What follows belongs to an exercise in optimizing a design on an open flow for small area and a short achievable clock period; a production flow would make more cautious choices. Only simulation tests tie the RTL to the original design; equivalence was not proved. Power and IR drop assume default switching activity.

### flow/design.v
module alu (
    input  logic [31:0] i_operand_a,
    input  logic [31:0] i_operand_b,
    input  logic [3:0]  i_alu_op,
    output logic [31:0] o_alu_data
);
    wire [3:0] op = i_alu_op;
    wire sub    = (op == 4'd1) | (op == 4'd2) | (op == 4'd3);
    wire s_sum  = (op == 4'd0) | (op == 4'd1) | (op >= 4'd10);
    wire s_slt  = (op == 4'd2);
    wire s_sltu = (op == 4'd3);
    wire s_xor  = (op == 4'd4);
    wire s_or   = (op == 4'd5);
    wire s_and  = (op == 4'd6);
    wire s_sh   = (op == 4'd7) | (op == 4'd8) | (op == 4'd9);
    wire [31:0] a  = i_operand_a;
    wire [31:0] bx = i_operand_b ^ {32{sub}};
    wire [31:0] p  = a ^ bx;
    wire [31:0] g  = a & bx;
    wire [33:0] s  = {1'b0, a, 1'b1} + {1'b0, bx, sub};
    wire [31:0] sum  = s[32:1];
    wire        cout = s[33];
    wire slt  = (a[31] ^ i_operand_b[31]) ? a[31] : sum[31];
    wire sltu = ~cout;
    wire        left  = (op == 4'd7);
    wire        arith = (op == 4'd9);
    logic [31:0] a_rev, sr_rev;
    always_comb for (int i = 0; i < 32; i++) a_rev[i] = a[31-i];
    wire [31:0] sh_in = left ? a_rev : a;
    wire [63:0] sh_x  = {{32{arith & a[31]}}, sh_in};
    wire [63:0] sr    = sh_x >> i_operand_b[4:0];
    always_comb for (int i = 0; i < 32; i++) sr_rev[i] = sr[31-i];
    wire [31:0] shout = left ? sr_rev : sr[31:0];
    assign o_alu_data = ({32{s_sum}} & sum)
                      | {31'd0, (s_slt & slt) | (s_sltu & sltu)}
                      | ({32{s_xor}} & (a ^ i_operand_b))
                      | ({32{s_or}} & (a | i_operand_b))
                      | ({32{s_and}} & (a & i_operand_b))
                      | ({32{s_sh}}  & shout);
endmodule
module regfile (input i_clk, input i_reset, input [4:0] i_rs1_addr, input [4:0] i_rs2_addr,
 output logic [31:0] o_rs1_data, output logic [31:0] o_rs2_data, input [4:0] i_rd_addr, input [31:0] i_rd_data, input i_rd_wren);
    logic [31:0]  reg_mem [0:31];
    logic [31:0]  reg_vld;
    always_ff @(posedge i_clk) if (i_rd_wren && (i_rd_addr != 5'd0)) reg_mem[i_rd_addr] <= i_rd_data;
    always_ff @(posedge i_clk, posedge i_reset) if (i_reset) reg_vld <= '0; else if (i_rd_wren && (i_rd_addr != 5'd0)) reg_vld[i_rd_addr] <= 1'b1;
    logic [31:0] rd1, rd2;
    wire byp1 = i_rd_wren && (i_rs1_addr == i_rd_addr) && (i_rs1_addr != 5'd0);
    wire byp2 = i_rd_wren && (i_rs2_addr == i_rd_addr) && (i_rs2_addr != 5'd0);
    assign o_rs1_data = byp1 ? i_rd_data : rd1;
    assign o_rs2_data = byp2 ? i_rd_data : rd2;
    logic [31:0] s1, s2;
    always_comb begin
      for (int i=0;i<32;i++) begin
        s1[i] = (i_rs1_addr[4:2]==i[4:2]) && (i_rs1_addr[1:0]==i[1:0]) && reg_vld[i] && i!=0;
        s2[i] = (i_rs2_addr[4:2]==i[4:2]) && (i_rs2_addr[1:0]==i[1:0]) && reg_vld[i] && i!=0;
      end
      rd1 = 0; rd2 = 0;
      for (int i=1;i<32;i++) begin rd1 = rd1 | ({32{s1[i]}} & reg_mem[i]); rd2 = rd2 | ({32{s2[i]}} & reg_mem[i]); end
    end
endmodule
module ldfmt #(parameter int LDS_N = 27) (
    input  logic [LDS_N-1:0] s,
    input  logic [31:0]      ra,
    input  logic [31:0]      rb,
    input  logic [31:0]      p,
    input  logic [159:0]     c,       
    input  logic [31:0]      sw,
    output logic [31:0]      y
);
    localparam int LS_RA  = 0;
    localparam int LS_W1  = 1;
    localparam int LS_W2  = 2;
    localparam int LS_W3  = 3;
    localparam int LS_H3  = 4;
    localparam int LS_H1  = 5;
    localparam int LS_B0  = 6;    
    localparam int LS_BS0 = 10;   
    localparam int LS_HL  = 14;
    localparam int LS_HLS = 15;
    localparam int LS_HH  = 16;
    localparam int LS_HHS = 17;
    localparam int LS_HM  = 18;
    localparam int LS_HMS = 19;
    localparam int LS_C0  = 20;   
    localparam int LS_P   = 25;
    localparam int LS_SW  = 26;
    function automatic [31:0] rep(input logic b);
        rep = {32{b}};
    endfunction
    always_comb begin
        y = (rep(s[LS_RA]) & ra)
          | (rep(s[LS_W1]) & {rb[7:0],  ra[31:8]})
          | (rep(s[LS_W2]) & {rb[15:0], ra[31:16]})
          | (rep(s[LS_W3]) & {rb[23:0], ra[31:24]})
          | (rep(s[LS_H3]) & {16'd0, rb[7:0], ra[31:24]})
          | (rep(s[LS_H1]) & {16'd0, ra[23:8]})
          | (rep(s[LS_B0+0]) & {24'd0, ra[7:0]})
          | (rep(s[LS_B0+1]) & {24'd0, ra[15:8]})
          | (rep(s[LS_B0+2]) & {24'd0, ra[23:16]})
          | (rep(s[LS_B0+3]) & {24'd0, ra[31:24]})
          | {{24{s[LS_BS0+0] & ra[7]}},  8'd0}
          | {{24{s[LS_BS0+1] & ra[15]}}, 8'd0}
          | {{24{s[LS_BS0+2] & ra[23]}}, 8'd0}
          | {{24{s[LS_BS0+3] & ra[31]}}, 8'd0}
          | (rep(s[LS_HL]) & {16'd0, ra[15:0]})
          | {{16{s[LS_HLS] & ra[15]}}, 16'd0}
          | (rep(s[LS_HH]) & {16'd0, ra[31:16]})
          | {{16{s[LS_HHS] & ra[31]}}, 16'd0}
          | (rep(s[LS_HM]) & {16'd0, ra[23:8]})
          | {{16{s[LS_HMS] & ra[23]}}, 16'd0}
          | (rep(s[LS_C0+0]) & c[0 +: 32])
          | (rep(s[LS_C0+1]) & c[32 +: 32])
          | (rep(s[LS_C0+2]) & c[64 +: 32])
          | (rep(s[LS_C0+3]) & c[96 +: 32])
          | (rep(s[LS_C0+4]) & c[128 +: 32])
          | (rep(s[LS_P]) & p)
          | (rep(s[LS_SW]) & sw);
    end
endmodule
module lsu #(parameter int LDS_N = 27) (
    input  logic        i_clk,
    input  logic        i_reset,
    input  logic [31:0] i_lsu_addr,
    input  logic [31:0] i_st_data,
    input  logic [1:0]  i_lsu_size,    
    input  logic        i_lsu_wren,
    input  logic        i_lsu_sext,    
    output logic [LDS_N-1:0] o_ld_sel,      
    output logic [31:0] o_io_p,
    output logic [159:0] o_io_r,
    output logic [31:0] o_io_ledr,
    output logic [31:0] o_io_ledg,
    output logic [31:0] o_io_seg0,
    output logic [31:0] o_io_seg1,
    output logic [31:0] o_io_lcd,
    input  logic [31:0] i_io_sw,
    output logic [31:0] o_dmem_addr_a,
    output logic [31:0] o_dmem_addr_b,
    output logic [31:0] o_dmem_wdata_a,
    output logic [31:0] o_dmem_wdata_b,
    output logic [3:0]  o_dmem_bmask_a,
    output logic [3:0]  o_dmem_bmask_b,
    output logic        o_dmem_wren_a,
    output logic        o_dmem_wren_b,
    input  logic [31:0] i_dmem_rdata_a,
    input  logic [31:0] i_dmem_rdata_b
);
    localparam int LS_RA  = 0;
    localparam int LS_W1  = 1;
    localparam int LS_W2  = 2;
    localparam int LS_W3  = 3;
    localparam int LS_H3  = 4;
    localparam int LS_H1  = 5;
    localparam int LS_B0  = 6;    
    localparam int LS_BS0 = 10;   
    localparam int LS_HL  = 14;
    localparam int LS_HLS = 15;
    localparam int LS_HH  = 16;
    localparam int LS_HHS = 17;
    localparam int LS_HM  = 18;
    localparam int LS_HMS = 19;
    localparam int LS_C0  = 20;   
    localparam int LS_P   = 25;
    localparam int LS_SW  = 26;
    wire [1:0]  off    = i_lsu_addr[1:0];
    wire        is_w   = i_lsu_size[1];
    wire        is_h   = (i_lsu_size == 2'b01);
    wire        is_b   = (i_lsu_size == 2'b00);
    wire        mis    = (i_lsu_size == 2'b10 && off != 2'b00) || (is_h && off[0]);
    wire        in_mem = (i_lsu_addr[31:15] == 17'd0);
    wire [29:0] waddr  = i_lsu_addr[31:2];
    assign o_dmem_addr_a = {2'b00, waddr};
    assign o_dmem_addr_b = mis ? {1'b0, {1'b0, waddr} + 31'd1} : 32'd0;
    assign o_dmem_wren_a = i_lsu_wren;
    assign o_dmem_wren_b = i_lsu_wren & mis;
    wire [31:0] st = i_st_data;
    always_comb begin
        o_dmem_wdata_b = 32'd0;
        o_dmem_bmask_b = 4'b0000;
        if (!mis) begin
            if (!in_mem) begin
                o_dmem_bmask_a = 4'b0000;
                o_dmem_wdata_a = st;
            end else if (is_b) begin
                o_dmem_bmask_a = 4'b0001 << off;
                o_dmem_wdata_a = {24'd0, st[7:0]} << {off, 3'b000};
            end else if (is_h) begin
                o_dmem_bmask_a = off[1] ? 4'b1100 : 4'b0011;
                o_dmem_wdata_a = off[1] ? {st[15:0], 16'd0} : {16'd0, st[15:0]};
            end else begin
                o_dmem_bmask_a = 4'b1111;
                o_dmem_wdata_a = st;
            end
        end else if (is_w) begin
            case (off)
                2'b10: begin
                    o_dmem_wdata_a = {st[15:0], 16'd0}; o_dmem_bmask_a = 4'b1100;
                    o_dmem_wdata_b = {16'd0, st[31:16]}; o_dmem_bmask_b = 4'b0011;
                end
                2'b11: begin
                    o_dmem_wdata_a = {st[7:0], 24'd0};  o_dmem_bmask_a = 4'b1000;
                    o_dmem_wdata_b = {8'd0, st[31:8]};  o_dmem_bmask_b = 4'b0111;
                end
                default: begin
                    o_dmem_wdata_a = {st[23:0], 8'd0};  o_dmem_bmask_a = 4'b1110;
                    o_dmem_wdata_b = {24'd0, st[31:24]}; o_dmem_bmask_b = 4'b0001;
                end
            endcase
        end else if (off[1]) begin    
            o_dmem_wdata_a = {st[23:0], 8'd0};  o_dmem_bmask_a = 4'b1000;
            o_dmem_wdata_b = {24'd0, st[31:24]}; o_dmem_bmask_b = 4'b0001;
        end else begin                
            o_dmem_wdata_a = {8'd0, st[15:0], 8'd0}; o_dmem_bmask_a = 4'b0110;
        end
    end
    logic [31:0] io_cledr, io_cledg, io_cseg0, io_cseg1, io_clcd;
    logic [31:0] io_p;
    logic [2:0]  io_pend;    
    wire io_hit = (i_lsu_addr[31:15] == 17'h02000) && (i_lsu_addr[11:0] == 12'd0)
                  && (i_lsu_addr[14:12] <= 3'd4);
    always_ff @(posedge i_clk or posedge i_reset) begin
        if (i_reset) begin
            io_cledr <= 0; io_cledg <= 0; io_cseg0 <= 0; io_cseg1 <= 0; io_clcd <= 0;
            io_pend <= 3'd0;
        end else begin
            if (io_pend == 3'd1) io_cledr <= io_p;
            if (io_pend == 3'd2) io_cledg <= io_p;
            if (io_pend == 3'd3) io_cseg0 <= io_p;
            if (io_pend == 3'd4) io_cseg1 <= io_p;
            if (io_pend == 3'd5) io_clcd  <= io_p;
            io_pend <= (i_lsu_wren && io_hit) ? i_lsu_addr[14:12] + 3'd1 : 3'd0;
        end
    end
    always_ff @(posedge i_clk) io_p <= st;
    assign o_io_ledr = io_cledr;
    assign o_io_ledg = io_cledg;
    assign o_io_seg0 = io_cseg0;
    assign o_io_seg1 = io_cseg1;
    assign o_io_lcd  = io_clcd;
    wire io_rd  = (i_lsu_addr[31:15] == 17'h02000) && (i_lsu_addr[11:0] == 12'd0);
    wire io_any = io_rd && (i_lsu_addr[14:12] <= 3'd4);
    wire sw_sel = (i_lsu_addr == 32'h1001_0000);
    wire dflt   = !in_mem && !io_any && !sw_sel;
    wire sel_r  = (in_mem && is_w) || dflt;
    wire sx     = i_lsu_sext;
    logic [4:0] io_k, pend_k;
    always_comb begin
        for (int k = 0; k < 5; k++) begin
            io_k[k]   = io_rd && (i_lsu_addr[14:12] == k[2:0]);
            pend_k[k] = (io_pend == k[2:0] + 3'd1);
        end
    end
    always_comb begin
        o_ld_sel = '0;
        o_ld_sel[LS_RA] = sel_r && !mis;
        o_ld_sel[LS_W1] = sel_r && mis && is_w && off == 2'b01;
        o_ld_sel[LS_W2] = sel_r && mis && is_w && off == 2'b10;
        o_ld_sel[LS_W3] = sel_r && mis && is_w && off == 2'b11;
        o_ld_sel[LS_H3] = sel_r && mis && !is_w && off[1];
        o_ld_sel[LS_H1] = sel_r && mis && !is_w && !off[1];
        for (int k = 0; k < 4; k++) begin
            o_ld_sel[LS_B0 + k]  = in_mem && is_b && off == k[1:0];
            o_ld_sel[LS_BS0 + k] = in_mem && is_b && off == k[1:0] && sx;
        end
        o_ld_sel[LS_HL]  = in_mem && is_h && off == 2'b00;
        o_ld_sel[LS_HLS] = in_mem && is_h && off == 2'b00 && sx;
        o_ld_sel[LS_HH]  = in_mem && is_h && off == 2'b10;
        o_ld_sel[LS_HHS] = in_mem && is_h && off == 2'b10 && sx;
        o_ld_sel[LS_HM]  = in_mem && is_h && off == 2'b01;
        o_ld_sel[LS_HMS] = in_mem && is_h && off == 2'b01 && sx;
        for (int k = 0; k < 5; k++) o_ld_sel[LS_C0 + k] = io_k[k] && !pend_k[k];
        o_ld_sel[LS_P]  = |(io_k & pend_k);
        o_ld_sel[LS_SW] = sw_sel;
    end
    assign o_io_p    = io_p;
    assign o_io_r[0 +: 32] = io_cledr;
    assign o_io_r[32 +: 32] = io_cledg;
    assign o_io_r[64 +: 32] = io_cseg0;
    assign o_io_r[96 +: 32] = io_cseg1;
    assign o_io_r[128 +: 32] = io_clcd;
endmodule
module pipelined(
    input  logic            i_clk,
    input  logic            i_reset,
    output logic [31:0]     o_pc_debug,
    output logic            o_ctrl,
    output logic            o_mispred,
    output logic            o_insn_vld,
    output logic [31:0]     o_io_ledr,
    output logic [31:0]     o_io_ledg,
    output logic [6:0]      o_io_hex0,
    output logic [6:0]      o_io_hex1,
    output logic [6:0]      o_io_hex2,
    output logic [6:0]      o_io_hex3,
    output logic [6:0]      o_io_hex4,
    output logic [6:0]      o_io_hex5,
    output logic [6:0]      o_io_hex6,
    output logic [6:0]      o_io_hex7,
    output logic [31:0]     o_io_lcd,
    input  logic [31:0]     i_io_sw,
    output logic [31:0]     o_imem_addr,
    output logic            o_imem_req,
    input  logic [31:0]     i_imem_rdata,
    output logic [31:0]     o_dmem_addr_a,
    output logic [31:0]     o_dmem_addr_b,
    output logic [31:0]     o_dmem_wdata_a,
    output logic [31:0]     o_dmem_wdata_b,
    output logic [3:0]      o_dmem_bmask_a,
    output logic [3:0]      o_dmem_bmask_b,
    output logic            o_dmem_wren_a,
    output logic            o_dmem_wren_b,
    input  logic [31:0]     i_dmem_rdata_a,
    input  logic [31:0]     i_dmem_rdata_b
);
    localparam int LDS_N = 27;
    assign o_ctrl    = 1'b1;
    assign o_mispred = 1'b1;
    logic        stall;       
    logic        pc_sel;      
    logic [31:0] alu_out;
    logic [31:0] wb_data;
    logic [1:0]  pf_state;
    logic [31:2] fetch_addr;
    logic [31:0] fifo_mem0, fifo_mem1;
    logic        fifo_wp, fifo_rp;
    logic [1:0]  fifo_cnt;
    wire steady     = (pf_state == 2'd2);
    wire fifo_full  = (fifo_cnt == 2'd2);
    wire fifo_empty = (fifo_cnt == 2'd0);
    wire fetch_req  = (pf_state == 2'd0) | (pf_state == 2'd1) | (steady & ~fifo_full);
    wire fifo_wr    = ((pf_state == 2'd1) | steady) & ~fifo_full;
    wire fifo_rd    = steady & ~fifo_empty & ~stall;
    wire [31:0] inst_if = fifo_rp ? fifo_mem1 : fifo_mem0;
    assign o_imem_addr = {2'b00, fetch_addr};
    assign o_imem_req  = fetch_req;
    always_ff @(posedge i_clk or posedge i_reset) begin
        if (i_reset) begin
            pf_state   <= 2'd0;
            fetch_addr <= '0;
            fifo_wp    <= 1'b0;
            fifo_rp    <= 1'b0;
            fifo_cnt   <= 2'd0;
        end else begin
            case (pf_state)
                2'd0:    pf_state <= 2'd1;
                2'd1:    pf_state <= 2'd2;
                2'd2:    if (pc_sel) pf_state <= 2'd3;
                default: pf_state <= 2'd0;
            endcase
            if (pc_sel)         fetch_addr <= alu_out[31:2];
            else if (fetch_req) fetch_addr <= fetch_addr + 30'd1;
            if (pc_sel) begin
                fifo_wp  <= 1'b0;
                fifo_rp  <= 1'b0;
                fifo_cnt <= 2'd0;
            end else begin
                if (fifo_wr) fifo_wp <= ~fifo_wp;
                if (fifo_rd) fifo_rp <= ~fifo_rp;
                fifo_cnt <= fifo_cnt + {1'b0, fifo_wr} - {1'b0, fifo_rd};
            end
        end
    end
    always_ff @(posedge i_clk) begin
        if (fifo_wr & ~pc_sel & ~fifo_wp) fifo_mem0 <= i_imem_rdata;
        if (fifo_wr & ~pc_sel &  fifo_wp) fifo_mem1 <= i_imem_rdata;
    end
    logic [31:0] pc_if;
    wire if_adv = steady & ~stall;
    always_ff @(posedge i_clk or posedge i_reset) begin
        if (i_reset)     pc_if <= '0;
        else if (if_adv) pc_if <= pc_sel ? alu_out : pc_if + 32'd4;
    end
    logic [31:0] id_inst;
    logic        id_vld;
    wire  [31:0] id_pc = pc_if - 32'd4;
    always_ff @(posedge i_clk or posedge i_reset) begin
        if (i_reset)     id_vld <= 1'b0;
        else if (pc_sel) id_vld <= 1'b0;
        else if (if_adv) id_vld <= 1'b1;
    end
    always_ff @(posedge i_clk) begin
        if (if_adv) begin
            id_inst <= inst_if;
        end
    end
    wire [6:0] opc = id_inst[6:0];
    wire [2:0] f3  = id_inst[14:12];
    wire [4:0] id_rs1 = id_inst[19:15];
    wire [4:0] id_rs2 = id_inst[24:20];
    wire [4:0] id_rd  = id_inst[11:7];
    wire op_r     = (opc == 7'b0110011);
    wire op_i     = (opc == 7'b0010011);
    wire op_l     = (opc == 7'b0000011);
    wire op_s     = (opc == 7'b0100011);
    wire op_b     = (opc == 7'b1100011);
    wire op_jal   = (opc == 7'b1101111);
    wire op_jalr  = (opc == 7'b1100111);
    wire op_lui   = (opc == 7'b0110111);
    wire op_auipc = (opc == 7'b0010111);
    wire       d_vld     = op_r | op_i | op_l | op_s | op_b | op_jal | op_jalr | op_lui | op_auipc;
    wire       d_reg_wen = op_r | op_i | op_l | op_jal | op_jalr | op_lui | op_auipc;
    wire [1:0] d_a_sel   = (op_b | op_jal | op_auipc) ? 2'b01 : op_lui ? 2'b10 : 2'b00;
    wire       d_b_sel   = d_vld & ~op_r;
    wire [1:0] d_wb_sel  = (op_r | op_i | op_lui | op_auipc) ? 2'b01 : (op_jal | op_jalr) ? 2'b10 : 2'b00;
    wire       d_dmem_we = op_s | op_auipc;
    wire       d_jump    = op_jal | op_jalr;
    wire       d_lsu_signed = op_l & f3[2];
    wire [1:0] d_lsu_size   = (op_l | op_s) ? f3[1:0] : 2'b00;
    logic [3:0] d_alu_op;
    always_comb begin
        d_alu_op = 4'd0;
        if (op_r) begin
            case ({id_inst[30], f3})
                4'b1000: d_alu_op = 4'd1;
                4'b0001: d_alu_op = 4'd7;
                4'b0010: d_alu_op = 4'd2;
                4'b0011: d_alu_op = 4'd3;
                4'b0100: d_alu_op = 4'd4;
                4'b0101: d_alu_op = 4'd8;
                4'b1101: d_alu_op = 4'd9;
                4'b0110: d_alu_op = 4'd5;
                4'b0111: d_alu_op = 4'd6;
                default: d_alu_op = 4'd0;
            endcase
        end else if (op_i) begin
            case (f3)
                3'b001:  d_alu_op = 4'd7;
                3'b010:  d_alu_op = 4'd2;
                3'b011:  d_alu_op = 4'd3;
                3'b100:  d_alu_op = 4'd4;
                3'b101:  d_alu_op = id_inst[30] ? 4'd9 : 4'd8;
                3'b110:  d_alu_op = 4'd5;
                3'b111:  d_alu_op = 4'd6;
                default: d_alu_op = 4'd0;
            endcase
        end
    end
    logic [31:0] d_imm;
    always_comb begin
        if (op_s)
            d_imm = {{20{id_inst[31]}}, id_inst[31:25], id_inst[11:7]};
        else if (op_b)
            d_imm = {{20{id_inst[31]}}, id_inst[7], id_inst[30:25], id_inst[11:8], 1'b0};
        else if (op_jal)
            d_imm = {{12{id_inst[31]}}, id_inst[19:12], id_inst[20], id_inst[30:21], 1'b0};
        else if (op_lui | op_auipc)
            d_imm = {id_inst[31:12], 12'd0};
        else
            d_imm = {{20{id_inst[31]}}, id_inst[31:20]};
    end
    logic        wb_reg_wen;
    logic [4:0]  wb_rd;
    logic [31:0] rs1_data, rs2_data;
    regfile regfile_inst (
        .i_clk      (i_clk),
        .i_reset    (i_reset),
        .i_rs1_addr (id_rs1),
        .i_rs2_addr (id_rs2),
        .o_rs1_data (rs1_data),
        .o_rs2_data (rs2_data),
        .i_rd_addr  (wb_rd),
        .i_rd_data  (wb_data),
        .i_rd_wren  (wb_reg_wen)
    );
    logic [31:0] ex_pc, ex_rs1, ex_rs2, ex_imm;
    logic [4:0]  ex_rd;
    logic [2:0]  ex_f3;
    logic        ex_isb, ex_jump;
    logic [3:0]  ex_alu_op;
    logic [1:0]  ex_a_sel;
    logic        ex_b_sel;
    logic        ex_dmem_we;
    logic [1:0]  ex_wb_sel;
    logic        ex_lsu_signed;
    logic [1:0]  ex_lsu_size;
    logic        ex_vld;
    logic        ex_reg_wen;
    logic [1:0]  ex_fa, ex_fb;    
    logic        mem_reg_wen;
    logic [4:0]  mem_rd;
    assign stall = id_vld && (ex_wb_sel == 2'b00) && (ex_rd != 5'd0) && ((ex_rd == id_rs1) || (ex_rd == id_rs2));
    wire fa_mem = ex_reg_wen  && (ex_rd  != 5'd0) && (ex_rd  == id_rs1);
    wire fa_wb  = mem_reg_wen && (mem_rd != 5'd0) && (mem_rd == id_rs1);
    wire fb_mem = ex_reg_wen  && (ex_rd  != 5'd0) && (ex_rd  == id_rs2);
    wire fb_wb  = mem_reg_wen && (mem_rd != 5'd0) && (mem_rd == id_rs2);
    wire ex_bubble = stall | pc_sel | ~id_vld;
    always_ff @(posedge i_clk) begin
        ex_rs1 <= rs1_data; ex_rs2 <= rs2_data; ex_imm <= d_imm;
    end
    always_ff @(posedge i_clk or posedge i_reset) begin
        if (i_reset) begin
            ex_pc <= '0;
            ex_rd <= '0; ex_f3 <= '0; ex_isb <= 1'b0; ex_jump <= 1'b0;
            ex_alu_op <= 4'd6; ex_a_sel <= 2'b10; ex_b_sel <= 1'b0; ex_dmem_we <= 1'b0;
            ex_wb_sel <= '0; ex_lsu_signed <= 1'b0; ex_lsu_size <= '0; ex_vld <= 1'b0;
            ex_reg_wen <= 1'b0; ex_fa <= '0; ex_fb <= '0;
        end else if (ex_bubble) begin
            ex_pc <= '0;
            ex_rd <= '0; ex_f3 <= '0; ex_isb <= 1'b0; ex_jump <= 1'b0;
            ex_alu_op <= 4'd6; ex_a_sel <= 2'b10; ex_b_sel <= 1'b0; ex_dmem_we <= 1'b0;
            ex_wb_sel <= '0; ex_lsu_signed <= 1'b0; ex_lsu_size <= '0; ex_vld <= 1'b0;
            ex_reg_wen <= 1'b0; ex_fa <= '0; ex_fb <= '0;
        end else begin
            ex_pc <= id_pc;
            ex_rd <= id_rd; ex_f3 <= f3; ex_isb <= op_b; ex_jump <= d_jump;
            ex_alu_op <= d_alu_op; ex_a_sel <= d_a_sel; ex_b_sel <= d_b_sel; ex_dmem_we <= d_dmem_we;
            ex_wb_sel <= d_wb_sel; ex_lsu_signed <= d_lsu_signed; ex_lsu_size <= d_lsu_size; ex_vld <= d_vld;
            ex_reg_wen <= d_reg_wen;
            ex_fa <= {fa_mem, fa_wb & ~fa_mem};
            ex_fb <= {fb_mem, fb_wb & ~fb_mem};
        end
    end
    logic [31:0] mem_alu, wb_alu;
    logic [31:0] wb_pc;
    logic [1:0]  wb_sel;
    logic [LDS_N-1:0] ld_sel;
    logic [31:0] io_p;
    logic [159:0] io_r;
    wire [31:0] wb_pc4   = wb_pc + 32'd4;
    wire        wsel_ld  = (wb_sel == 2'b00) | (wb_sel == 2'b11);
    wire        wsel_alu = (wb_sel == 2'b01);
    wire        wsel_pc4 = (wb_sel == 2'b10);
    logic [31:0] opa, opb;
    logic [31:0] opa_ld, opa_base;
    wire ex_fa_wb = ex_fa[0] & ~ex_fa[1];
    ldfmt ldfmt_opa (
        .s (ld_sel & {LDS_N{wsel_ld & ex_fa_wb}}), .ra (i_dmem_rdata_a), .rb (i_dmem_rdata_b),
        .p (io_p), .c (io_r), .sw (i_io_sw), .y (opa_ld)
    );
    always_comb begin
        if (ex_a_sel == 2'b01)      opa_base = ex_pc;
        else if (ex_a_sel == 2'b10) opa_base = 32'd0;
        else                        opa_base = ex_rs1;
    end
    assign opa = opa_ld
               | ({32{ex_fa_wb & wsel_alu}} & wb_alu)
               | ({32{ex_fa_wb & wsel_pc4}} & wb_pc4)
               | ({32{ex_fa[1]}} & mem_alu)
               | ({32{ex_fa == 2'b00}} & opa_base);
    always_comb begin
        if (ex_fb[1])      opb = mem_alu;
        else if (ex_fb[0]) opb = wb_alu;
        else if (ex_b_sel) opb = ex_imm;
        else               opb = ex_rs2;
    end
    alu alu_inst (
        .i_operand_a (opa),
        .i_operand_b (opb),
        .i_alu_op    (ex_alu_op),
        .o_alu_data  (alu_out)
    );
    wire br_eq  = (ex_rs1 == ex_rs2);
    wire br_ltu = (ex_rs1 < ex_rs2);
    wire br_lt  = (ex_rs1[31] ^ ex_rs2[31]) ? ex_rs1[31] : br_ltu;
    logic br_taken;
    always_comb begin
        case (ex_f3)
            3'b000:  br_taken = br_eq;
            3'b001:  br_taken = ~br_eq;
            3'b100:  br_taken = br_lt;
            3'b101:  br_taken = ~br_lt;
            3'b110:  br_taken = br_ltu;
            3'b111:  br_taken = ~br_ltu;
            default: br_taken = 1'b0;
        endcase
    end
    assign pc_sel = ex_isb ? br_taken : ex_jump;
    logic [31:0] mem_pc, mem_rs2;
    logic        mem_dmem_we;
    logic [1:0]  mem_wb_sel;
    logic        mem_lsu_signed;
    logic [1:0]  mem_lsu_size;
    logic        mem_vld;
    always_ff @(posedge i_clk) begin
        mem_rs2 <= ex_rs2; mem_rd <= ex_rd;
    end
    always_ff @(posedge i_clk or posedge i_reset) begin
        if (i_reset) begin
            mem_pc <= '0; mem_alu <= '0;
            mem_dmem_we <= 1'b0; mem_wb_sel <= '0; mem_lsu_signed <= 1'b0; mem_lsu_size <= '0;
            mem_vld <= 1'b0; mem_reg_wen <= 1'b0;
        end else begin
            mem_pc <= ex_pc; mem_alu <= alu_out;
            mem_dmem_we <= ex_dmem_we; mem_wb_sel <= ex_wb_sel; mem_lsu_signed <= ex_lsu_signed;
            mem_lsu_size <= ex_lsu_size; mem_vld <= ex_vld; mem_reg_wen <= ex_reg_wen;
        end
    end
    logic [31:0] io_ledr, io_ledg, io_seg0, io_seg1, io_lcd;
    lsu lsu_inst (
        .i_clk          (i_clk),
        .i_reset        (i_reset),
        .i_lsu_addr     (mem_alu),
        .i_st_data      (mem_rs2),
        .i_lsu_size     (mem_lsu_size),
        .i_lsu_wren     (mem_dmem_we),
        .i_lsu_sext     (~mem_lsu_signed),
        .o_ld_sel       (ld_sel),
        .o_io_p         (io_p),
        .o_io_r         (io_r),
        .o_io_ledr      (io_ledr),
        .o_io_ledg      (io_ledg),
        .o_io_seg0      (io_seg0),
        .o_io_seg1      (io_seg1),
        .o_io_lcd       (io_lcd),
        .i_io_sw        (i_io_sw),
        .o_dmem_addr_a  (o_dmem_addr_a),
        .o_dmem_addr_b  (o_dmem_addr_b),
        .o_dmem_wdata_a (o_dmem_wdata_a),
        .o_dmem_wdata_b (o_dmem_wdata_b),
        .o_dmem_bmask_a (o_dmem_bmask_a),
        .o_dmem_bmask_b (o_dmem_bmask_b),
        .o_dmem_wren_a  (o_dmem_wren_a),
        .o_dmem_wren_b  (o_dmem_wren_b),
        .i_dmem_rdata_a (i_dmem_rdata_a),
        .i_dmem_rdata_b (i_dmem_rdata_b)
    );
    logic        wb_vld;
    always_ff @(posedge i_clk) begin
        wb_alu <= mem_alu; wb_rd <= mem_rd;
    end
    always_ff @(posedge i_clk or posedge i_reset) begin
        if (i_reset) begin
            wb_pc <= '0; wb_reg_wen <= 1'b0; wb_sel <= '0; wb_vld <= 1'b0;
        end else begin
            wb_pc <= mem_pc; wb_reg_wen <= mem_reg_wen; wb_sel <= mem_wb_sel; wb_vld <= mem_vld;
        end
    end
    logic [31:0] wb_ld;
    ldfmt ldfmt_wb (
        .s (ld_sel & {LDS_N{wsel_ld}}), .ra (i_dmem_rdata_a), .rb (i_dmem_rdata_b),
        .p (io_p), .c (io_r), .sw (i_io_sw), .y (wb_ld)
    );
    assign wb_data = wb_ld | ({32{wsel_alu}} & wb_alu) | ({32{wsel_pc4}} & wb_pc4);
    assign o_pc_debug = wb_pc;
    assign o_insn_vld = wb_vld;
    assign o_io_ledr  = {15'd0, io_ledr[16:0]};
    assign o_io_ledg  = {24'd0, io_ledg[7:0]};
    assign o_io_lcd   = {io_lcd[31], 20'd0, io_lcd[10:0]};
    assign o_io_hex0  = io_seg0[6:0];
    assign o_io_hex1  = io_seg0[14:8];
    assign o_io_hex2  = io_seg0[22:16];
    assign o_io_hex3  = io_seg0[30:24];
    assign o_io_hex4  = io_seg1[6:0];
    assign o_io_hex5  = io_seg1[14:8];
    assign o_io_hex6  = io_seg1[22:16];
    assign o_io_hex7  = io_seg1[30:24];
endmodule
### flow/flow/run.sh
#!/bin/bash
# Layout: the standard flow (standard.sh, unchanged synthesis), with two
# layout knobs the flow settings do not reach:
#  - port buffers are sky130_fd_sc_hd__buf_1 (the default picks a delay cell);
set -euo pipefail
bash standard.sh SETUP_SLACK_MARGIN=10 "BUFFER_PORTS_ARGS=-buffer_cell sky130_fd_sc_hd__buf_1" finish > run_standard.log 2>&1
### flow/standard.sh
#!/bin/bash
# synth_recipe.tcl (not shown) runs the flow's synth.tcl, then flattens the netlist and writes it again
# the make line also repeats each setting of config.mk as NAME=value (left out here)
make -C /OpenROAD-flow-scripts/flow DESIGN_CONFIG=/design/flow/config.mk WORK_HOME=/design/flow/orfs CLKGATE_MAP_FILE= SYNTH_SCRIPT=/design/flow/synth_recipe.tcl "${@:-finish}"
### flow/config.mk
export PLATFORM = sky130hd
export DESIGN_NAME = pipelined
export DESIGN_NICKNAME = pipelined
export VERILOG_FILES = /design/flow/design.v
export SDC_FILE = /design/flow/constraint.sdc
export NUM_CORES = 4
export LEC_CHECK = 0
export ABC_AREA = 1
export CAP_MARGIN = 20
export CORE_MARGIN = 2
export CORE_UTILIZATION = 55
export SLEW_MARGIN = 20
### flow/constraint.sdc
create_clock -name core_clock -period 18.5 [get_ports {i_clk}]
set_input_delay 3.7000 -clock core_clock [delete_from_list [all_inputs] [get_ports {i_clk}]]
set_output_delay 3.7000 -clock core_clock [all_outputs]
set_load 0.01 [all_outputs]
==> results.toml, run 1 <==
[run_status]
status = "complete, no violations"

[critical_path]
criticalPathCategory = "reg2out"
path_delay_family = "buffers and inverters"
required_ns = 14.80
r2r-end = "fetch_addr[20]"
cp-start-kind = "flip-flop"
cpPeakStageDelay_ns = 0.59
cp_slowest_cell = "dfrtp_2"
crit_buf_inv = 5
crit_path_end_kind = "output pin"
r2r_setup_slack_ns = 10.28
path_cells = "nor2_2, inv_1, o21ai_4, buf_8, inv_4, nor2_4, clkinvlp_4, a221oi_1, buf_1"
crit_fanout = 57
r2r-start = "mem_alu[10]"
arrival_ns = 4.82
critical_path_cell_count = 9
ff2ff_path_depth = 36

[detailed_routing]
ant_nets = 0
finalWirelength_um = 426000
drt_iter0_drc = 15500
routedWlPerCell_um = 35.3
drc = 0
dr.pass1.iters = 9
vias = 83200
viasPerCell = 6.89

[power_and_ir_drop]
sw_frac_of_total_pct = 42.6
p_int_uw = 8260
switchingPower_uw = 6130
combPwrFrac_pct = 35.7
power.leakage_uw = 0.0384
power.density_nw_per_um2 = 147
p_total_uw = 14400
pwr-share-seq_pct = 38.7
power_frac_clock_pct = 25.6
ir_worst_vdd_uv = 107

[finish]
fillCellCount = 13100
final_nets = 10100
multi_input_area_um2 = 34300
seq_area_um2 = 47600
synthToLayoutAreaGrowth_pct = 11.6
final_layout_size_suffix_gt1_share_pct = 9.41
fin_cells = 12100

[sta]
final-setup-viol-count = 0
tightest_slew_ns = 1.33
rsz0062_at_grt = "true"
hold_violations = 0
finClkSkew_ns = 0.0761
min_period_ns = 8.52
slew_violations = 0
fin_crit_sh_pct = 46.1
fmax_mhz = 117
tns_ns = 0
max_slew_margin_pct = 10.2

[cts]
clk-insertion-delay-late_ns = 0.87
clkTransAtPathRegs_ns = 0.07
numCtsBuffers = 175
h-tree-depth = 4
max-clock-path-buffers = 3
cts-root-buf = "clkbuf_16"
cts.sinks = 1726
tritoncts = "yes"
hold_buffers = 0

[place]
gp_congestion = 1.10
place_hpwl_um = 303000
numPortBuffers = 404
dpl.cell_count = 11700

[floorplanning]
start_util_pct = 55.5
die-height_um = 404
core_um2 = 159000
ios = 488
rows = 146
die_w_um = 404
dieArea_um2 = 163000

[grt]
track_usage_pct = 50.9
antenna_found_initial = 56
overflow = 0
first_global_vias = 76500
grt_max_degree = 148
grt_pass1_wl_um = 580000

[hold_path]
hold_path.class = "reg2reg"
min_from = "mem_pc[25]"
holdPathEnd = "wb_pc[25]"
whs_path_depth = 0

[yosys]
ys_types = 87
syn_area_um2 = 88000
synth_area_leaders = "edfxtp_1 37%, dfrtp_1 12%, nand2_1 8.2%"
synthCells = 9521
synth_top_area_cell = "edfxtp_1"
synth.avg_cell_area_um2 = 9.24
synth-main-ff-cell = "edfxtp_1"
synth_top_area_share_pct = 37.1
synth_seq_cells = 1726
yosysWarnings = 5
ys_seq_area_share_pct = 54.1
synth-edff-count = 1088
async_flop_share_pct = 25.0

[job]
cap_violations = 0
-- synth_stat cells (50+ instances only) --
library cell and n:
o2111ai_1 72, nor2_1 637, o21ai_0 535, dfxtp_1 206, nor3_1 171, o22ai_1 263
a22o_1 69, nand3_1 744, a221oi_1 229, xor2_1 90, dfrtp_1 429, edfxtp_1 1088
o211ai_1 50, a211oi_1 67, inv_1 1028, nand4_1 167, a21oi_1 325, clkbuf_1 315
a2111oi_0 68, buf_4 209, nand2_1 1919, ha_1 151
-- final cells by class --
cell class | count | share of cell area (%)
timing repair buffer | 665 | 3.61
tap | 2072 | 2.64
inverter | 1081 | 4.18
clock buffer | 235 | 5.03
clock inverter | 93 | 1.02
sequential | 1726 | 48.5
antenna | 24 | 0.0612
multi-input combinational | 6176 | 34.9
-- worst reg2reg max path, delay by kind of cell (launching register included) --
kind	cells	cell delay, ns
AO/OA/AOI/OAI	8	1.75
adder cells (fa/ha/maj)	1	0.35
buffers and inverters	3	0.68
flip-flops	1	0.63
AND/OR/NAND/NOR	24	4.67
-- per-layer routing --
| layer | vias up | part of all wire (%) | track usage [%] |
|---|---|---|---|
| li1 | 33900 | - | - |
| met1 | 39500 | 33 | 61.7 |
| met2 | 7654 | 41 | 73.3 |
| met3 | 2079 | 15 | 18.9 |
| met4 | 54 | 10 | 40.0 |
| met5 | - | 0.11 | 0 |
-- registers in the layout (all words and copies together), names as in the netlist, 30 cells and up, named ones only --
signal / flops
regfile_inst.reg_mem: 992
ex_imm: 32
ex_pc: 32
ex_rs1: 32
ex_rs2: 32
fifo_mem0: 32
fifo_mem1: 32
id_inst: 32
lsu_inst.io_clcd: 32
lsu_inst.io_cledg: 32
lsu_inst.io_cledr: 32
lsu_inst.io_cseg0: 32
lsu_inst.io_cseg1: 32
lsu_inst.io_p: 32
mem_alu: 32
mem_pc: 32
mem_rs2: 32
pc_if: 32
wb_alu: 32
wb_pc: 32
regfile_inst.reg_vld: 31
fetch_addr: 30
-- worst max-delay path by stage --
| stage | startpoint | end | slack (ns) |
|---|---|---|---|
| after floorplan | i_reset | ex_a_sel[0] | 8.97 |
| after global placement | i_dmem_rdata_a[18] | pc_if[26] | 8.81 |
| after detailed placement | i_dmem_rdata_a[18] | pc_if[26] | 8.76 |
| after CTS | mem_lsu_size[1] | o_dmem_wdata_b[7] | 10.0 |
| after global routing | mem_alu[2] | o_dmem_addr_b[29] | 9.91 |
| final | mem_lsu_size[1] | o_dmem_wdata_b[7] | 9.98 |
-- through the flow --
stage	util [%]	hold WS, ns	cell area (um2)	setup slack [ns]
floorplan	-	0.331	88200	8.97
global placement	57.8	0.332	91700	8.81
detailed placement	57.8	0.335	91700	8.76
CTS	61.6	0.344	97700	10.0
global route	61.8	0.353	98100	9.91
finish	61.9	0.344	98100	9.98
-- power groups by stage --
stage                     Sequential (uW)  Clock [uW]  Combinational, uW
after global routing                 5580        3810               5350
after floorplan                      5300           0               2790
after detailed placement             5600           0               4820
after CTS                            5530        3660               4870
after global placement               5590           0               4750
final                                5570        3680               5130
-- logic make-up after synthesis --
group | share of synthesized area, %
DFF | 54.1
muxes | 0.410
buffers and inverters | 8.28
adders and majority gates | 2.15
AOI/OAI and AO/OA | 14.2
other | 0.00854
xor gates and xnor gates | 1.16
and+or+nand+nor | 19.7
-- placed cells by master, fill, tap and decap left out, types with 185 or more instances in the layout --
cell and instances:
nand2_1 1910, edfxtp_1 1088, inv_1 1017, nand3_1 737, nor2_1 593, o21ai_0 530
dfrtp_1 423, buf_1 403, a21oi_1 325, o22ai_1 263, buf_4 250, a221oi_1 229
dfxtp_1 206, clkbuf_16 185
-- repair_timing --
action / 4_1_cts / 5_1_grt
gates resized for setup: 17 / 44
buffers inserted: 4 / 13
setup endpoints to repair: 51 / 42
pin swaps: 2 / 15
==> inputs of run 2 (changes only) <==
==> flow/run.sh (new file) <==
#!/bin/bash
# synth_recipe.tcl (not shown) runs the flow's synth.tcl, then flattens the netlist and writes it again
# the make line also repeats each setting of config.mk as NAME=value (left out here)
make -C /OpenROAD-flow-scripts/flow DESIGN_CONFIG=/design/flow/config.mk WORK_HOME=/design/flow/orfs CLKGATE_MAP_FILE= SYNTH_SCRIPT=/design/flow/synth_recipe.tcl finish
--- a/flow/config.mk
+++ b/flow/config.mk
@@ -11,2 +11,3 @@
 export CORE_UTILIZATION = 55
+export CTS_BUF_LIST = sky130_fd_sc_hd__clkbuf_8
 export SLEW_MARGIN = 20
removed: flow/flow/run.sh
removed: flow/standard.sh
==> run 2 against run 1 <==
Flip-flop and latch count stayed put. First-iteration DRC count is 2.0% lower. Register-to-register slack worse by 0.86 ns. Sequential power about the same. Die area stayed put. Sequential share of layout area fell by 0.97 points.
==> results.toml, run 2 <==
[sta]
tns_ns = 0
slew_violations = 0
fin_crit_sh_pct = 53.5
fmax_mhz = 101
finClkSkew_ns = 0.158
min_period_ns = 9.90
final-setup-viol-count = 0
tightest_slew_ns = 1.34
max_slew_margin_pct = 10.2
rsz0062_at_grt = "false"
hold_violations = 0

[power_and_ir_drop]
sw_frac_of_total_pct = 42.9
combPwrFrac_pct = 36.8
power.leakage_uw = 0.0397
ir_worst_vdd_uv = 118
p_int_uw = 8090
power.density_nw_per_um2 = 141
switchingPower_uw = 6070
power_frac_clock_pct = 23.8
pwr-share-seq_pct = 39.4

[finish]
largest_reg_flops = 992
mostFrequentLayoutCells = "1,917 x nand2_1, 1,126 x inv_1, 1,088 x edfxtp_1"
final_nets = 10200
final_cell_area_um2 = 100000
final_layout_size_suffix_gt1_share_pct = 9.81
regMostFlops = "regfile_inst.reg_mem"
synthToLayoutAreaGrowth_pct = 13.8
final_common_cell = "nand2_1"

[yosys]
synth.avg_cell_area_um2 = 9.24
synth_xor_area_share_pct = 1.16
synthTopCellsByCount = "1,919 x nand2_1, 1,088 x edfxtp_1, 1,028 x inv_1, 744 x nand3_1, 637 x nor2_1"
synth_area_leaders = "edfxtp_1 37%, dfrtp_1 12%, nand2_1 8.2%"
synth_top_area_share_pct = 37.1
syn_area_um2 = 88000
synth_compound_area_share_pct = 14.2
async_flop_share_pct = 25.0
synth_top_area_cell = "edfxtp_1"
synth-main-ff-cell = "edfxtp_1"
synth_seq_cells = 1726
synthSimpleGateAreaFrac_pct = 19.7
ys_types = 87
synthAdderAreaFrac_pct = 2.15
ys_seq_area_share_pct = 54.1
synthCells = 9521
yosysWarnings = 5
synth-edff-count = 1088
yosys-mux-area-fraction_pct = 0.410
yosysMostFrequentCell = "nand2_1"
synth_top_family_by_area = "simple AND/OR/NAND/NOR gates"

[hold_path]
hold_path.class = "reg2reg"
whs_path_depth = 0

[grt]
met1_usage_pct = 60.3
use_met2_pct = 72.3
track_usage_pct = 50.4
antenna_found_initial = 46
first_global_vias = 76800
grt_pass1_wl_um = 575000
gr-max-usage-layer = "met2"
use_met3_pct = 19.1
grt_max_degree = 93
overflow = 0

[detailed_routing]
drc = 0
routedWlPerCell_um = 34.3
finalWirelength_um = 420000
dr.pass1.iters = 11
vias = 83100
viasPerCell = 6.79
ant_nets = 0
drt_iter0_drc = 15200

[critical_path]
required_ns = 14.80
ff2ff_path_depth = 35
path_common_cell = "buf_4"
cp-start-kind = "flip-flop"
crit_fanout = 57
crit_buf_inv = 6
cp_slowest_cell = "dfrtp_1"
critical_path_cell_count = 10
criticalPathCategory = "reg2out"
arrival_ns = 6.20
path_cells = "nor2_2, inv_1, o21ai_4, buf_4, inv_2, buf_4, nor2_1, clkinv_1, a221oi_1, clkdlybuf4s50_1"
crit_path_end_kind = "output pin"
path_delay_family = "buffers and inverters"
cpPeakStageDelay_ns = 0.71

[cts]
cts.sinks = 1726
max-clock-path-buffers = 4
hold_buffers = 0
ctsResizeCount = 0
h-tree-depth = 5
clkTransAtPathRegs_ns = 0.06
post-cts-setup-buffer-count = 0
tritoncts = "yes"
numCtsBuffers = 298
clk-insertion-delay-late_ns = 1.14
cts-root-buf = "clkbuf_8"

[run_status]
status = "complete, no violations"

[floorplanning]
die_w_um = 404
start_util_pct = 55.5
core_um2 = 159000
die-height_um = 404
dieArea_um2 = 163000
ios = 488
rows = 146

[place]
place_hpwl_um = 301000
numPortBuffers = 404
placed_cell_area_um2 = 94300
gp_congestion = 1.10

[job]
cap_violations = 0
-- run 2: cell count changes in the layout (fill, tap and decap cells not counted), moves of 8 or more --
cell | previous run | this run
clkdlybuf4s50_1 | 0 | 404
buf_1 | 403 | 0
clkbuf_8 | 10 | 329
clkbuf_16 | 185 | 0
inv_1 | 1017 | 1126
clkbuf_1 | 34 | 0
clkinv_1 | 57 | 70
inv_6 | 11 | 2
nor2_1 | 593 | 602
clkinvlp_4 | 16 | 8
nor2_4 | 51 | 43
-- run 2: power by group through the flow --
stage          registers (uW)  clock network, uW  logic [uW]
4_1_cts                  5540               3350        4940
3_3_place_gp             5600                  0        4840
5_1_grt                  5580               3510        5410
2_1_floorplan            5300                  0        2790
6_report                 5580               3370        5220
3_5_place_dp             5610                  0        4910
-- run 2: path summary, 6_finish.rpt --
| check | from | end | slack [ns] |
|---|---|---|---|
| hold reg to reg | ex_rs2[29] | mem_rs2[29] | 0.30 |
| setup reg to reg | mem_alu[31] | pc_if[24] | 9.42 |
| setup / recovery | mem_lsu_size[1] | o_dmem_wdata_b[7] | 8.60 |
| hold / removal | ex_rs2[29] | mem_rs2[29] | 0.30 |
| min in group asynchronous | i_reset | lsu_inst.io_cseg1[1] | 3.08 |
| max in group asynchronous | i_reset | pc_if[13] | 13.17 |
-- run 2: area by class of cell --
class                   count  area [um2]
diodes                     22        55.1
clock buffers             329        4530
clock inverters           179        1000
fillers                 12900       58500
inverters                1081        4090
multi-input cells        6176       34200
flip-flops and latches   1726       47600
well taps                2072        2590
repair buffers            657        6020
-- run 2: cell families (layout without fill, tap and decap cells) --
kind of cell,Yosys count,in the layout
buffers and inverters,1692,2246
AO/OA/AOI/OAI,1906,1906
XOR/XNOR,116,116
multiplexers,32,32
adder cells (fa/ha/maj),151,151
AND/OR/NAND/NOR,3896,3896
other,2,97
flip-flops,1726,1726
-- run 2: metal layers --
layer	vias up	part of all wire (%)	routed length, um
met5	-	0.051	215
li1	34100	-	-
met1	39300	33	139000
met3	2099	15	62600
met4	34	10	44100
met2	7570	41	174000
-- run 2: per-stage QoR --
stage / cells / total power (uW) / hold slack [ns] / setup WS [ns] / util, %
2_1_floorplan: 9594 / 8090 / 0.331 / 2.77 / -
3_3_place_gp: 11700 / 10400 / 0.331 / 8.67 / 59.4
3_5_place_dp: 11700 / 10500 / 0.335 / 8.63 / 59.5
4_1_cts: 12200 / 13800 / 0.294 / 8.83 / 62.9
5_1_grt: 12200 / 14500 / 0.302 / 8.37 / 63.1
6_report: 12200 / 14200 / 0.299 / 8.60 / 63.1
==> inputs of run 3 (changes only) <==
--- a/flow/design.v
+++ b/flow/design.v
@@ -4,3 +4,4 @@
     input  logic [3:0]  i_alu_op,
-    output logic [31:0] o_alu_data
+    output logic [31:0] o_alu_data,
+    output logic [31:0] o_sum         
 );
@@ -22,2 +23,3 @@
     wire        cout = s[33];
+    assign o_sum = sum;
     wire slt  = (a[31] ^ i_operand_b[31]) ? a[31] : sum[31];
@@ -128,2 +130,5 @@
     input  logic        i_lsu_sext,    
+    input  logic        i_lsu_mis,     
+    input  logic [4:0]  i_zhi,         
+    input  logic [7:0]  i_ones,        
     output logic [LDS_N-1:0] o_ld_sel,      
@@ -169,3 +174,3 @@
     wire        is_b   = (i_lsu_size == 2'b00);
-    wire        mis    = (i_lsu_size == 2'b10 && off != 2'b00) || (is_h && off[0]);
+    wire        mis    = i_lsu_mis;    
     wire        in_mem = (i_lsu_addr[31:15] == 17'd0);
@@ -173,3 +178,14 @@
     assign o_dmem_addr_a = {2'b00, waddr};
-    assign o_dmem_addr_b = mis ? {1'b0, {1'b0, waddr} + 31'd1} : 32'd0;
+    logic [30:0] waddr_inc;
+    always_comb begin
+        for (int j = 0; j < 30; j++) begin
+            logic c;
+            c = 1'b1;
+            for (int k = 0; k < 8; k++) if (k < j / 4) c = c & i_ones[k];
+            for (int k = 0; k < 30; k++) if (k >= (j / 4) * 4 && k < j) c = c & waddr[k];
+            waddr_inc[j] = waddr[j] ^ c;
+        end
+        waddr_inc[30] = &i_ones;
+    end
+    assign o_dmem_addr_b = mis ? {1'b0, waddr_inc} : 32'd0;
     assign o_dmem_wren_a = i_lsu_wren;
@@ -181,3 +197,3 @@
         if (!mis) begin
-            if (!in_mem) begin
+            if (!(&i_zhi)) begin    
                 o_dmem_bmask_a = 4'b0000;
@@ -321,2 +337,3 @@
     logic [31:0] alu_out;
+    logic [31:0] alu_sum;     
     logic [31:0] wb_data;
@@ -350,3 +367,3 @@
             endcase
-            if (pc_sel)         fetch_addr <= alu_out[31:2];
+            if (pc_sel)         fetch_addr <= alu_sum[31:2];
             else if (fetch_req) fetch_addr <= fetch_addr + 30'd1;
@@ -371,3 +388,3 @@
         if (i_reset)     pc_if <= '0;
-        else if (if_adv) pc_if <= pc_sel ? alu_out : pc_if + 32'd4;
+        else if (if_adv) pc_if <= pc_sel ? alu_sum : pc_if + 32'd4;
     end
@@ -550,3 +567,4 @@
         .i_alu_op    (ex_alu_op),
-        .o_alu_data  (alu_out)
+        .o_alu_data  (alu_out),
+        .o_sum       (alu_sum)
     );
@@ -574,2 +592,14 @@
     logic        mem_vld;
+    logic        mem_mis;
+    logic [7:0]  mem_ones;
+    logic [7:0]  ex_ones;
+    always_comb begin
+        for (int g = 0; g < 7; g++) ex_ones[g] = &alu_sum[4*g+2 +: 4];
+        ex_ones[7] = &alu_sum[31:30];
+    end
+    always_ff @(posedge i_clk) mem_ones <= ex_ones;
+    logic [4:0]  mem_zhi;
+    always_ff @(posedge i_clk)
+        mem_zhi <= {~alu_sum[31], alu_sum[30:27] == 4'd0, alu_sum[26:23] == 4'd0,
+                    alu_sum[22:19] == 4'd0, alu_sum[18:15] == 4'd0};
     always_ff @(posedge i_clk) begin
@@ -581,3 +611,3 @@
             mem_dmem_we <= 1'b0; mem_wb_sel <= '0; mem_lsu_signed <= 1'b0; mem_lsu_size <= '0;
-            mem_vld <= 1'b0; mem_reg_wen <= 1'b0;
+            mem_vld <= 1'b0; mem_reg_wen <= 1'b0; mem_mis <= 1'b0;
         end else begin
@@ -586,2 +616,3 @@
             mem_lsu_size <= ex_lsu_size; mem_vld <= ex_vld; mem_reg_wen <= ex_reg_wen;
+            mem_mis <= (ex_lsu_size == 2'b10 && alu_sum[1:0] != 2'b00) || (ex_lsu_size == 2'b01 && alu_sum[0]);
         end
@@ -597,2 +628,5 @@
         .i_lsu_sext     (~mem_lsu_signed),
+        .i_lsu_mis      (mem_mis),
+        .i_ones         (mem_ones),
+        .i_zhi          (mem_zhi),
         .o_ld_sel       (ld_sel),
==> flow/flow/run.sh (new file) <==
#!/bin/bash
# Layout: the standard flow (standard.sh, unchanged synthesis), with two
# layout knobs the flow settings do not reach:
#  - port buffers are sky130_fd_sc_hd__buf_1 (the default picks a delay cell);
set -euo pipefail
bash standard.sh SETUP_SLACK_MARGIN=11 "BUFFER_PORTS_ARGS=-buffer_cell sky130_fd_sc_hd__buf_1" finish > run_standard.log 2>&1
==> flow/standard.sh (new file) <==
#!/bin/bash
# synth_recipe.tcl (not shown) runs the flow's synth.tcl, then flattens the netlist and writes it again
# the make line also repeats each setting of config.mk as NAME=value (left out here)
make -C /OpenROAD-flow-scripts/flow DESIGN_CONFIG=/design/flow/config.mk WORK_HOME=/design/flow/orfs CLKGATE_MAP_FILE= SYNTH_SCRIPT=/design/flow/synth_recipe.tcl "${@:-finish}"
--- a/flow/config.mk
+++ b/flow/config.mk
@@ -8,6 +8,7 @@
 export ABC_AREA = 1
-export CAP_MARGIN = 20
+export CAP_MARGIN = 30
 export CORE_MARGIN = 2
 export CORE_UTILIZATION = 55
-export CTS_BUF_LIST = sky130_fd_sc_hd__clkbuf_8
-export SLEW_MARGIN = 20
+export CTS_CLUSTER_DIAMETER = 80
+export CTS_CLUSTER_SIZE = 30
+export SLEW_MARGIN = 30
removed: flow/run.sh
==> run 3 against run 2 <==
Still clean on timing, DRC and antenna. Die area rose by 0.61%. Combinational power about the same. Routed wire length fell by 0.21%. Clock power shrank 21%. Largest cell class unchanged.
==> results.toml, run 3 <==
[critical_path]
cp_slowest_cell = "buf_1"
crit_path_end_kind = "flip-flop"
crit_fanout = 7
path_cells = "buf_1, nand3_1, nand2_1, nand2_4, nand2_4, inv_4, nor2_1, a211oi_2, buf_4, nand2_1, ha_1, a21oi_1, inv_1, a31oi_1, o21ai_0, a31oi_1, nand2_1, nand2_1, nand3_1, nand3_1, nand3_1, nor2_1, nand3_1"
criticalPathCategory = "in2reg"
path_common_cell = "nand3_1"
cp-start-kind = "input port"
required_ns = 19.16
r2r-end = "mem_alu[28]"
arrival_ns = 8.11
crit_buf_inv = 4
ff2ff_path_depth = 30
r2r_setup_slack_ns = 11.15
cpPeakStageDelay_ns = 0.44
r2r-start = "ex_fa[1]"
path_delay_family = "simple AND/OR/NAND/NOR gates"

[hold_path]
holdPathEnd = "mem_dmem_we"
hold_path.class = "reg2reg"
whs_path_depth = 0
min_from = "ex_dmem_we"

[finish]
final_layout_size_suffix_gt1_share_pct = 8.14
synthToLayoutAreaGrowth_pct = 9.41
final_common_cell = "nand2_1"
final_nets = 10100
regMostFlops = "regfile_inst.reg_mem"
fin_cells = 12100
mostFrequentLayoutCells = "1,889 x nand2_1, 1,088 x edfxtp_1, 1,077 x inv_1"
largest_reg_flops = 992

[yosys]
synth.avg_cell_area_um2 = 9.23
synthCells = 9586
synthTopCellsByCount = "1,896 x nand2_1, 1,088 x edfxtp_1, 1,084 x inv_1, 838 x nand3_1, 626 x nor2_1"
synth_top_area_cell = "edfxtp_1"
ys_types = 76
synth-main-ff-cell = "edfxtp_1"
synth_area_leaders = "edfxtp_1 37%, dfrtp_1 12%, nand2_1 8.0%"
ys_seq_area_share_pct = 54.1
synth_top_area_share_pct = 36.9
yosysMostFrequentCell = "nand2_1"
synth-edff-count = 1088
yosysWarnings = 5
synth_seq_cells = 1740
async_flop_share_pct = 24.9
syn_area_um2 = 88500

[sta]
finClkSkew_ns = 0.0795
slew_violations = 0
min_period_ns = 7.44
fmax_mhz = 134
max_slew_margin_pct = 20.7
tns_ns = 0
hold_ws_ns = 0.354
tightest_slew_ns = 1.18
hold_violations = 0
rsz0062_at_grt = "true"
final-setup-viol-count = 0
fin_crit_sh_pct = 40.2

[floorplanning]
start_util_pct = 55.2
ios = 488
core_um2 = 160000
dieArea_um2 = 164000
die-height_um = 405
die_w_um = 405
rows = 147

[detailed_routing]
vias = 81300
dr.pass1.iters = 11
drt_iter0_drc = 14600
ant_nets = 0
drc = 0
viasPerCell = 6.74
routedWlPerCell_um = 34.8
finalWirelength_um = 419000

[power_and_ir_drop]
power.leakage_uw = 0.0380
power.density_nw_per_um2 = 140
ir_worst_vdd_uv = 135

[grt]
grt_max_degree = 159
grt_pass1_wl_um = 571000
first_global_vias = 73800
antenna_found_initial = 48
overflow = 0
track_usage_pct = 50.0

[cts]
h-tree-depth = 3
clk-insertion-delay-late_ns = 0.83
hold_buffers = 0
max-clock-path-buffers = 3
tritoncts = "yes"
cts-root-buf = "clkbuf_16"
clkTransAtPathRegs_ns = 0.11
cts.sinks = 1740
numCtsBuffers = 98

[run_status]
status = "complete, no violations"

[place]
gp_congestion = 1.10
numPortBuffers = 404
dpl.cell_count = 11900
place_hpwl_um = 308000

[job]
cap_violations = 0
run 3: cell types whose count changed in the layout (fill, tap and decap cells not counted), sizes merged, moves of 50 or more:
cell | previous run | this run
nand3 | 779 | 849
clkbuf | 331 | 106
o21ai | 568 | 475
clkdlybuf4s50 | 404 | 0
a221oi | 229 | 179
buf | 251 | 667
run 3: repair_timing:
action	CTS	global route
buffers inserted	2	1
endpoints found under the setup margin	34	49
hold endpoints to repair	0	0
pin swaps	1	1
resized for setup	8	37
run 3: per-stage QoR:
stage                     power (uW)  setup slack (ns)  instance area, um2  util [%]
final                          13600             11.06               96800      60.4
after global routing           13900             10.95               96800      60.4
after CTS                      13200             10.98               96400      60.2
after detailed placement       10600              9.63               92800      57.9
after global placement         10500              9.65               92500      57.7
after floorplan                 8220              8.96               88800         -
run 3: layer usage:
layer | up-vias | track usage (%) | routed length [um]
met5 | - | 0 | 314
met4 | 46 | 40.6 | 44700
met3 | 1675 | 16.6 | 58700
met2 | 6952 | 72.9 | 176000
met1 | 38800 | 60.5 | 140000
li1 | 33800 | - | -
run 3: worst max-delay path by stage:
stage,cells past startpoint,to,startpoint,slack (ns)
after global routing,31,mem_alu[29],mem_alu[2],10.95
after CTS,26,mem_alu[22],i_dmem_rdata_a[7],10.98
after global placement,24,mem_alu[22],i_dmem_rdata_a[23],9.65
after detailed placement,22,fetch_addr[22],i_dmem_rdata_a[23],9.63
after floorplan,1,ex_a_sel[0],i_reset,8.96
final,23,mem_alu[29],i_dmem_rdata_a[31],11.06
run 3: area by class of cell:
type / instances / area (um2)
clock buffers: 104 / 2480
clock inverters: 70 / 1040
flip-flops and latches: 1740 / 47900
fillers: 13800 / 63400
well taps: 2160 / 2700
diodes: 17 / 42.5
multi-input cells: 6152 / 34700
repair buffers: 669 / 3640
inverters: 1145 / 4310
run 3: where the power goes:
part	internal, uW	switching, uW	leakage [uW]	total, uW
registers	5020	633	0.0171	5660
logic	1280	3970	0.0192	5250
clock network	1110	1550	0.00169	2660
total	7410	6150	0.0380	13600
run 3: cell families after synthesis:
| kind of cell | Yosys count | synth area share, % |
|---|---|---|
| xor+xnor | 145 | 1.45 |
| mux | 35 | 0.445 |
| flops | 1740 | 54.1 |
| simple gates | 3856 | 19.0 |
| fa+ha+maj | 172 | 2.43 |
| buf+inv | 1767 | 8.51 |
| compound gates | 1869 | 14.0 |
| other cells | 2 | 0.00849 |
==> inputs of run 4 (changes only) <==
--- a/flow/config.mk
+++ b/flow/config.mk
@@ -11,4 +11,4 @@
 export CORE_UTILIZATION = 55
-export CTS_CLUSTER_DIAMETER = 80
-export CTS_CLUSTER_SIZE = 30
+export CTS_CLUSTER_DIAMETER = 60
+export CTS_CLUSTER_SIZE = 20
 export SLEW_MARGIN = 30
==> run 4 against run 3 <==
Largest cell class unchanged. Cell count rose by 0.65%. Highest routed layer unchanged. Clock-buffer cell count rose by 56. Hold slack got worse by 0.0048 ns. Sequential share of layout area fell by 0.68 points. Critical path type is now reg2out. Core utilization rose by 0.84 points. Still clean on timing, DRC and antenna.
==> results.toml, run 4 <==
[cts]
clkTransAtPathRegs_ns = 0.07
hold_buffers = 0
clk-insertion-delay-late_ns = 0.89
numCtsBuffers = 145
max-clock-path-buffers = 3
cts.sinks = 1740
cts-root-buf = "clkbuf_16"
tritoncts = "yes"
h-tree-depth = 4

[finish]
final_common_cell = "nand2_1"
final_nets = 10200
mostFrequentLayoutCells = "1,890 x nand2_1, 1,088 x edfxtp_1, 1,077 x inv_1"
synthToLayoutAreaGrowth_pct = 10.9
final_layout_size_suffix_gt1_share_pct = 8.80
largest_reg_flops = 992
final_cell_area_um2 = 98200
regMostFlops = "regfile_inst.reg_mem"

[yosys]
synth.avg_cell_area_um2 = 9.23
yosysMostFrequentCell = "nand2_1"
synth_seq_cells = 1740
ys_seq_area_share_pct = 54.1
synth-main-ff-cell = "edfxtp_1"
synthCells = 9586
synth_top_area_cell = "edfxtp_1"
synth-edff-count = 1088
synth_area_leaders = "edfxtp_1 37%, dfrtp_1 12%, nand2_1 8.0%"
synthTopCellsByCount = "1,896 x nand2_1, 1,088 x edfxtp_1, 1,084 x inv_1, 838 x nand3_1, 626 x nor2_1"
async_flop_share_pct = 24.9
synth_top_area_share_pct = 36.9
syn_area_um2 = 88500
yosysWarnings = 5
ys_types = 76

[place]
gp_congestion = 1.10
place_hpwl_um = 308000
numPortBuffers = 404
placed_cell_area_um2 = 92800

[grt]
first_global_vias = 74300
antenna_found_initial = 41
grt_pass1_wl_um = 574000
grt_max_degree = 159
track_usage_pct = 50.4
overflow = 0

[sta]
fin_crit_sh_pct = 40.3
finClkSkew_ns = 0.0445
rsz0062_at_grt = "true"
min_period_ns = 7.46
hold_violations = 0
final-setup-viol-count = 0
tightest_slew_ns = 1.19
fmax_mhz = 134
slew_violations = 0
tns_ns = 0
max_slew_margin_pct = 20.8

[floorplanning]
ios = 488
dieArea_um2 = 164000
die-height_um = 405
rows = 147
start_util_pct = 55.2
core_um2 = 160000
die_w_um = 405

[critical_path]
criticalPathCategory = "reg2out"
arrival_ns = 3.76
crit_start = "mem_mis"
cp-start-kind = "flip-flop"
r2r-start = "ex_fa[1]"
required_ns = 14.80
crit_fanout = 34
crit_path_end_kind = "output pin"
ff2ff_path_depth = 28

[detailed_routing]
routedWlPerCell_um = 34.8
drc = 0
dr.pass1.iters = 9
viasPerCell = 6.73
finalWirelength_um = 422000
vias = 81700
ant_nets = 0
drt_iter0_drc = 14400

[run_status]
status = "complete, no violations"

[hold_path]
hold_path.class = "reg2reg"
min_from = "mem_pc[21]"
whs_path_depth = 0

[power_and_ir_drop]
power.leakage_uw = 0.0386
pwr-share-seq_pct = 39.9
power_frac_clock_pct = 23.1
sw_frac_of_total_pct = 44.0
combPwrFrac_pct = 37.0
switchingPower_uw = 6230
ir_worst_vdd_uv = 125
p_int_uw = 7930
power.density_nw_per_um2 = 144

[job]
cap_violations = 0
==> run 4: cell type report <==
type / count / area [um2]
Sequential cell: 1740 / 47900
Tap cell: 2160 / 2700
Fill cell: 13600 / 62000
Clock buffer: 160 / 3790
Multi-Input combinational cell: 6152 / 34700
Inverter: 1145 / 4310
Timing Repair Buffer: 671 / 3670
Clock inverter: 92 / 1110
Antenna cell: 15 / 37.5
==> run 4: critical path, stage by stage, from the launching register on <==
cell and delay (ns):
dfrtp_1 0.34, buf_4 0.42, nand2_2 0.28, nor2_1 0.32, nand2_1 0.41, o21ai_1 0.88
buf_1 0.23
==> run 4: final timing paths <==
kind | end | slack [ns]
max reg2reg | pc_if[28] | 11.09
min | wb_pc[21] | 0.35
max in group asynchronous | pc_if[22] | 13.28
max | o_dmem_wdata_b[12] | 11.04
min reg2reg | wb_pc[21] | 0.35
min in group asynchronous | lsu_inst.io_cseg0[20] | 3.05
==> run 4: cells by family after synthesis <==
kind of cell / Yosys count / share of synthesized area [%]
compound gates: 1869 / 14.0
xor+xnor: 145 / 1.45
fa+ha+maj: 172 / 2.43
buf+inv: 1767 / 8.51
flops: 1740 / 54.1
mux: 35 / 0.445
other cells: 2 / 0.00849
simple gates: 3856 / 19.0
==> run 4: timing repair <==
item | in CTS | in global routing
gates resized for setup | 9 | 31
endpoints found under the hold margin | 0 | 0
cloned | 0 | 0
pin swaps | 0 | 2
endpoints found under the setup margin | 34 | 56
buffers inserted | 0 | 2
==> run 4: per-layer routing <==
metal / share of wire, % / track usage [%] / vias to the layer above / routed length (um)
met1: 34 / 60.5 / 39300 / 142000
met3: 14 / 18.0 / 1659 / 58500
met4: 10 / 40.9 / 42 / 43700
met5: 0.076 / 0 / - / 321
met2: 42 / 73.1 / 6804 / 178000
li1: - / - / 33900 / -
==> run 4: power groups by stage <==
stage	Clock [uW]	Combinational (uW)	Sequential, uW
after floorplan	0	2850	5380
after global placement	0	4800	5690
after detailed placement	0	4900	5700
after CTS	3250	4940	5620
after global routing	3400	5430	5660
final	3270	5240	5660
==> run 4: stage by stage <==
step	hold slack, ns	total power [uW]	std cells	utilization [%]	setup WS, ns
6_report	0.350	14200	12100	61.3	11.04
5_1_grt	0.357	14500	12100	61.3	10.98
4_1_cts	0.350	13800	12100	61.0	11.01
3_5_place_dp	0.335	10600	11900	57.9	9.63
3_3_place_gp	0.332	10500	11800	57.7	9.65
2_1_floorplan	0.331	8220	9659	-	8.96

[port drivers added, routing unchanged]
In the flow no input, the clock included, has a driving cell. The finished layouts below were timed again as built, in two steps.
Step 1 (the two cells are an assumption about what drives the block):
set clk [get_ports {i_clk}]
set_driving_cell -lib_cell sky130_fd_sc_hd__clkbuf_16 $clk
set_driving_cell -lib_cell sky130_fd_sc_hd__buf_2 [delete_from_list [all_inputs] $clk]
Step 2 moves the port delays by t, midway between the first and last clock arrival at a register: inputs arrive t later, outputs are due t later. That takes back most of the time a late clock gives input paths.
Three values: no drivers, after step 1, after step 2; two values: the first two.
run | t, ns | setup slack, ns | latest minus earliest clock arrival (ns) | pins driven straight from the clock port
run 1 | 0.926 | 9.976 / 9.879 / 9.184 | 0.076 / 0.076 | 1
run 2 | 1.151 | 8.597 / 8.502 / 8.212 | 0.160 / 0.161 | 1
run 3 | 0.886 | 11.059 / 10.982 / 10.162 | 0.080 / 0.080 | 1
run 4 | 0.964 | 11.042 / 10.949 / 10.199 | 0.044 / 0.044 | 1
After both steps setup and hold are still met in every run listed. The setup slack of run 3, which loses most, moves by -0.077 ns with the drivers and by -0.897 ns with both steps.
